Context: an optimization exercise on an open-source flow, tuned for small area and a short achievable clock period. The choices shown serve that exercise and are no tape-out recipe. RTL that was checked went through simulation tests only; none was proved equivalent to the original. No driver is modelled on the clock port, so clock power and skew are understated where the tree is cut down; a real chip needs a root buffer or a tree.

==> run a <==
==> flow/design.v <==
`timescale 1ns/1ps
module sync_fifo #(
    parameter WIDTH = 32,
    parameter DEPTH = 8
)(
    input wire clk,
    input wire rst,
    input wire wr_en,
    input wire rd_en,
    input wire [WIDTH-1:0] din,
    output reg [WIDTH-1:0] dout,
    output reg full,
    output wire empty
);
    reg [WIDTH-1:0] mem [0:7];
    reg [7:0] wen;      
    reg [7:0] rsel;
    reg full_i, nempty_i, nempty_o;
    assign empty = ~nempty_o;
    wire wr_acc = wr_en & ~full_i;
    wire rd_acc = rd_en & nempty_i;
    wire n7 = |(wen & {rsel[0], rsel[7:1]});
    wire n1 = |(rsel & {wen[0], wen[7:1]});
    wire full_nx = (full_i & ~rd_acc) | (wr_acc & ~rd_acc & n7);
    wire [8:0] sel = {~rd_acc, rsel & {8{rd_acc}}};
    wire [WIDTH-1:0] rdata;
    genvar b, w;
    generate
        for (b = 0; b < WIDTH; b = b + 1) begin : g_rd
            sync_fifo_rdbit u_rd (
                .sel(sel),
                .d({dout[b], mem[7][b], mem[6][b], mem[5][b], mem[4][b],
                    mem[3][b], mem[2][b], mem[1][b], mem[0][b]}),
                .y(rdata[b])
            );
        end
        for (w = 0; w < 8; w = w + 1) begin : g_wr
            always @(posedge clk) begin
                if (wen[w])
                    mem[w] <= din;
            end
        end
    endgenerate
    always @(posedge clk or posedge rst) begin
        if (rst) begin
            wen      <= 8'd1;
            rsel     <= 8'd1;
            full_i   <= 1'b0;
            nempty_i <= 1'b0;
            full     <= 1'b0;
            nempty_o <= 1'b0;
            dout     <= {WIDTH{1'b0}};
        end else begin
            dout <= rdata;
            wen <= {8{~full_nx}} &
                   ({8{full_i}} & rsel | (wr_acc ? {wen[6:0], wen[7]} : wen));
            if (rd_acc) rsel <= {rsel[6:0], rsel[7]};
            full_i   <= full_nx;
            nempty_i <= (nempty_i | wr_acc) & ~(rd_acc & ~wr_acc & n1);
            full     <= ~rd_acc & (full_i | (wr_acc & n7));
            nempty_o <= wr_acc | (nempty_i & ~(rd_acc & n1));
        end
    end
endmodule
module sync_fifo_rdbit (
    input wire [8:0] sel,
    input wire [8:0] d,
    output wire y
);
    wire [2:0] n;
    sync_fifo_aoi222 u_a (.s(sel[2:0]), .d(d[2:0]), .y(n[0]));
    sync_fifo_aoi222 u_b (.s(sel[5:3]), .d(d[5:3]), .y(n[1]));
    sync_fifo_aoi222 u_c (.s(sel[8:6]), .d(d[8:6]), .y(n[2]));
    sync_fifo_nand3 u_n (.a(n), .y(y));
endmodule
module sync_fifo_aoi222 (
    input wire [2:0] s,
    input wire [2:0] d,
    output wire y
);
    assign y = ~|(s & d);
endmodule
module sync_fifo_nand3 (
    input wire [2:0] a,
    output wire y
);
    assign y = ~&a;
endmodule
==> flow/flow/run.sh <==
#!/bin/bash
# Own layout flow: the standard ORFS flow (standard synthesis unchanged),
# with
#  - the port buffers made as buf_1 cells instead of the default delay buffers;
#  - clock tree synthesis without dummy loads, in clusters of up to 30 sinks;
#  - after CTS, the branch level of the clock tree removed (collapse_clock.tcl),
#    so every register sees the root buffer and one leaf buffer.
# make's output goes to make_finish.log; each step's own log is under orfs/logs.
set -euo pipefail
cd "$(dirname "$0")/.."
here=$(pwd)
bash standard.sh \
  "BUFFER_PORTS_ARGS=-buffer_cell sky130_fd_sc_hd__buf_1" \
  "CTS_ARGS=-sink_clustering_enable -repair_clock_nets -dont_use_dummy_load -sink_clustering_size 30 -sink_clustering_max_diameter 150" \
  "POST_CTS_TCL=$here/flow/collapse_clock.tcl" \
  finish > make_finish.log 2>&1
==> flow/flow/collapse_clock.tcl <==
# POST_CTS hook: collapse the clock tree to two buffer levels. Every clock
# buffer that the root buffer drives and that drives only other clock
# buffers is removed, and its loads are moved onto the root buffer's net.
# All registers keep the same number of buffers (two) between them and the
# clock port, so the tree stays balanced; only the insertion delay drops.
proc my_collapse_clock_tree {} {
  set block [ord::get_db_block]
  set removed 0
  set port [$block findBTerm clk]
  set clknet [$port getNet]
  foreach rit [$clknet getITerms] {
    set root [$rit getInst]
    set rootout ""
    foreach it [$root getITerms] { if {[$it isOutputSignal]} { set rootout [$it getNet] } }
    if {$rootout eq ""} { continue }
    foreach it [$rootout getITerms] {
      set mid [$it getInst]
      if {$mid eq $root} { continue }
      if {![string match "*clkbuf*" [[$mid getMaster] getName]]} { continue }
      set midout ""
      foreach mit [$mid getITerms] { if {[$mit isOutputSignal]} { set midout $mit } }
      if {$midout eq ""} { continue }
      set onet [$midout getNet]
      set all_bufs 1
      foreach lit [$onet getITerms] {
        if {$lit eq $midout} { continue }
        if {![string match "*clkbuf*" [[[$lit getInst] getMaster] getName]]} { set all_bufs 0 }
      }
      if {!$all_bufs} { continue }
      foreach lit [$onet getITerms] {
        if {$lit eq $midout} { continue }
        $lit disconnect
        $lit connect $rootout
      }
      $midout disconnect
      $it disconnect
      odb::dbInst_destroy $mid
      odb::dbNet_destroy $onet
      incr removed
    }
  }
  puts "my_collapse_clock_tree: removed $removed clock buffers"
}
my_collapse_clock_tree
estimate_parasitics -placement
report_clock_latency -clock [all_clocks]
==> flow/standard.sh <==
#!/bin/bash
# synth_recipe.tcl (not shown) runs the flow's synth.tcl, then flattens the netlist and writes it again
# the make line also repeats each setting of config.mk as NAME=value (left out here)
make -C /OpenROAD-flow-scripts/flow DESIGN_CONFIG=/design/flow/config.mk WORK_HOME=/design/flow/orfs CLKGATE_MAP_FILE= SYNTH_SCRIPT=/design/flow/synth_recipe.tcl "${@:-finish}"
==> flow/config.mk <==
export PLATFORM = sky130hd
export DESIGN_NAME = sync_fifo
export DESIGN_NICKNAME = sync_fifo
export VERILOG_FILES = /design/flow/design.v
export SDC_FILE = /design/flow/constraint.sdc
export NUM_CORES = 4
export LEC_CHECK = 0
export CAP_MARGIN = 20
export CORE_MARGIN = 2
export CORE_UTILIZATION = 40
export SETUP_SLACK_MARGIN = 1.3
export SLEW_MARGIN = 20
export SYNTH_HIERARCHICAL = 1
==> flow/constraint.sdc <==
create_clock -name core_clock -period 3.0 [get_ports {clk}]
set_input_delay 0.6000 -clock core_clock [delete_from_list [all_inputs] [get_ports {clk}]]
set_output_delay 0.6000 -clock core_clock [all_outputs]
set_load 0.01 [all_outputs]
==> run b (differences from run a) <==
--- a/flow/design.v
+++ b/flow/design.v
@@ -12,14 +12,14 @@
     output reg full,
-    output wire empty
+    output reg empty
 );
     reg [WIDTH-1:0] mem [0:7];
-    reg [7:0] wen;      
+    reg [2:0] wptr;
     reg [7:0] rsel;
-    reg full_i, nempty_i, nempty_o;
-    assign empty = ~nempty_o;
+    reg full_i, nempty_i;
     wire wr_acc = wr_en & ~full_i;
     wire rd_acc = rd_en & nempty_i;
+    wire [7:0] wen;
+    sync_fifo_dec8 u_wdec (.en(~full_i), .a(wptr), .y(wen));
     wire n7 = |(wen & {rsel[0], rsel[7:1]});
     wire n1 = |(rsel & {wen[0], wen[7:1]});
-    wire full_nx = (full_i & ~rd_acc) | (wr_acc & ~rd_acc & n7);
     wire [8:0] sel = {~rd_acc, rsel & {8{rd_acc}}};
@@ -45,3 +45,3 @@
         if (rst) begin
-            wen      <= 8'd1;
+            wptr     <= 3'd0;
             rsel     <= 8'd1;
@@ -50,3 +50,3 @@
             full     <= 1'b0;
-            nempty_o <= 1'b0;
+            empty    <= 1'b1;
             dout     <= {WIDTH{1'b0}};
@@ -54,11 +54,17 @@
             dout <= rdata;
-            wen <= {8{~full_nx}} &
-                   ({8{full_i}} & rsel | (wr_acc ? {wen[6:0], wen[7]} : wen));
+            if (wr_acc) wptr <= wptr + 3'd1;
             if (rd_acc) rsel <= {rsel[6:0], rsel[7]};
-            full_i   <= full_nx;
+            full_i   <= (full_i & ~rd_acc) | (wr_acc & ~rd_acc & n7);
             nempty_i <= (nempty_i | wr_acc) & ~(rd_acc & ~wr_acc & n1);
             full     <= ~rd_acc & (full_i | (wr_acc & n7));
-            nempty_o <= wr_acc | (nempty_i & ~(rd_acc & n1));
+            empty    <= ~wr_acc & (~nempty_i | (rd_acc & n1));
         end
     end
+endmodule
+module sync_fifo_dec8 (
+    input wire en,
+    input wire [2:0] a,
+    output wire [7:0] y
+);
+    assign y = {7'd0, en} << a;
 endmodule
==> flow/flow/run.sh (replaced) <==
#!/bin/bash
# Own layout flow: the standard ORFS flow (standard synthesis unchanged),
# with the port buffers made as buf_2 cells instead of the default delay
# buffers, and clock tree synthesis without dummy loads.
set -euo pipefail
cd "$(dirname "$0")/.."
bash standard.sh \
  "BUFFER_PORTS_ARGS=-buffer_cell sky130_fd_sc_hd__buf_2" \
  "CTS_ARGS=-sink_clustering_enable -repair_clock_nets -dont_use_dummy_load -sink_clustering_size 30 -sink_clustering_max_diameter 150" \
  finish > make_finish.log 2>&1
SETUP_SLACK_MARGIN = 1.4   (was 1.3)
removed: flow/flow/collapse_clock.tcl
==> run c (differences from run a) <==
--- a/flow/design.v
+++ b/flow/design.v
@@ -15,5 +15,9 @@
     reg [WIDTH-1:0] mem [0:7];
-    reg [7:0] wen;      
-    reg [7:0] rsel;
+    reg [3:0] wj;       
+    reg [7:0] rsel_q;   
     reg full_i, nempty_i, nempty_o;
+    wire [7:0] rsel = rsel_q ^ 8'd1;
+    wire [7:0] wdec;
+    sync_fifo_jdec u_wdec (.j(wj), .y(wdec));
+    wire [7:0] wen = wdec & {8{~full_i}};
     assign empty = ~nempty_o;
@@ -45,4 +49,4 @@
         if (rst) begin
-            wen      <= 8'd1;
-            rsel     <= 8'd1;
+            wj       <= 4'd0;
+            rsel_q   <= 8'd0;
             full_i   <= 1'b0;
@@ -54,5 +58,4 @@
             dout <= rdata;
-            wen <= {8{~full_nx}} &
-                   ({8{full_i}} & rsel | (wr_acc ? {wen[6:0], wen[7]} : wen));
-            if (rd_acc) rsel <= {rsel[6:0], rsel[7]};
+            if (wr_acc) wj <= {wj[2:0], ~wj[3]};
+            if (rd_acc) rsel_q <= {rsel[6:0], rsel[7]} ^ 8'd1;
             full_i   <= full_nx;
@@ -63,2 +66,15 @@
     end
+endmodule
+module sync_fifo_jdec (
+    input wire [3:0] j,
+    output wire [7:0] y
+);
+    assign y[0] = ~j[3] & ~j[0];
+    assign y[1] =  j[0] & ~j[1];
+    assign y[2] =  j[1] & ~j[2];
+    assign y[3] =  j[2] & ~j[3];
+    assign y[4] =  j[3] &  j[0];
+    assign y[5] = ~j[0] &  j[1];
+    assign y[6] = ~j[1] &  j[2];
+    assign y[7] = ~j[2] &  j[3];
 endmodule
--- a/flow/flow/run.sh
+++ b/flow/flow/run.sh
@@ -6,3 +6,4 @@
 #  - after CTS, the branch level of the clock tree removed (collapse_clock.tcl),
-#    so every register sees the root buffer and one leaf buffer.
+#    so every register sees the root buffer and one leaf buffer; the CTS
+#    step's timing repair then runs on the collapsed tree.
 # make's output goes to make_finish.log; each step's own log is under orfs/logs.
@@ -15,2 +16,3 @@
   "POST_CTS_TCL=$here/flow/collapse_clock.tcl" \
+  "SKIP_CTS_REPAIR_TIMING=1" \
   finish > make_finish.log 2>&1
--- a/flow/flow/collapse_clock.tcl
+++ b/flow/flow/collapse_clock.tcl
@@ -1,2 +1,2 @@
-# POST_CTS hook: collapse the clock tree to two buffer levels. Every clock
+# POST_CTS hook (with SKIP_CTS_REPAIR_TIMING=1): collapse the clock tree to two buffer levels. Every clock
 # buffer that the root buffer drives and that drives only other clock
@@ -46 +46,10 @@
 report_clock_latency -clock [all_clocks]
+
+# The CTS step's own timing repair is skipped (SKIP_CTS_REPAIR_TIMING=1) so
+# that it runs here, on the collapsed tree, as cts.tcl would run it.
+repair_timing_helper
+set result [catch { detailed_placement } msg]
+if { $result != 0 } {
+  error "Detailed placement failed after the clock tree collapse: $msg"
+}
+check_placement -verbose
SETUP_SLACK_MARGIN = 1.33   (was 1.3)
==> Implementation_results.wiki <==
{| class="wikitable"
! Metric !! Value
|-
| Result of the run || finished clean
|-
| Worst-Skew Late Latency || between 0.4 and 0.5 ns
|-
| Share of cell area taken by multi-input logic gates || around 14%
|-
| Signal buf overhead || 3.95%
|-
| Detailed Routing Iterations Pass 1 || 5
|}
-- figures above: run a

==> Implementation_results.wiki <==
{| class="wikitable"
! Metric !! Value
|-
| Signal buf overhead || between 8 and 9%
|-
| Detailed Routing Iterations Pass 1 || 6
|-
| Result of the run || finished clean
|-
| First-pass GRT wire length || ~40000 um
|-
| Share of cell area taken by multi-input logic gates || roughly 15%
|}
-- figures above: run b

==> Implementation_results.wiki <==
{| class="wikitable"
! Metric !! Value
|-
| Signal buf overhead || approximately 5.5%
|-
| Inverter count of the layout excluding clock inverters || 5
|-
| Result of the run || finished clean
|-
| Via-to-Cell Ratio || ~6.0
|-
| Met3 routed WL || ~2000 um
|-
| Share of cell area taken by multi-input logic gates || between 10% and 20%
|-
| Detailed Routing Iterations Pass 1 || 6
|-
| Total number of sequential cells || 304
|}
-- figures above: run c

For run c, only the layout was checked, not whether the RTL still works.

[separate check: timing with driven ports]
How much do the figures lean on ideal ports? The routed layouts below were timed once more, with nothing changed but the port constraints. Step 1 sets driving cells, clkbuf_16 on the clock port and buf_2 on the other inputs (assumed; they add their load-dependent delay and slew). Step 2 adds t to the input delays and takes it off the output delays; t is the mean of the earliest and latest rising clock arrival at the registers after step 1. Input paths then give back, and output paths get back, about the clock's delay inside the block. a / b / c = no drivers / after step 1 / after step 2; a / b = the first two.
| run | t (ns) | setup slack, ns | latest minus earliest clock arrival (ns) |
|---|---|---|---|
| run a | 0.456 | 1.343 / 1.325 / 1.056 | 0.056 / 0.057 |
| run b | 0.506 | 1.258 / 1.212 / 1.032 | 0.090 / 0.090 |
| run c | 0.442 | 1.360 / 1.318 / 1.054 | 0.069 / 0.068 |
After both steps every run listed still meets setup and hold. The setup slack of run c, which loses most, moves by -0.042 ns with the drivers and by -0.306 ns with both steps.
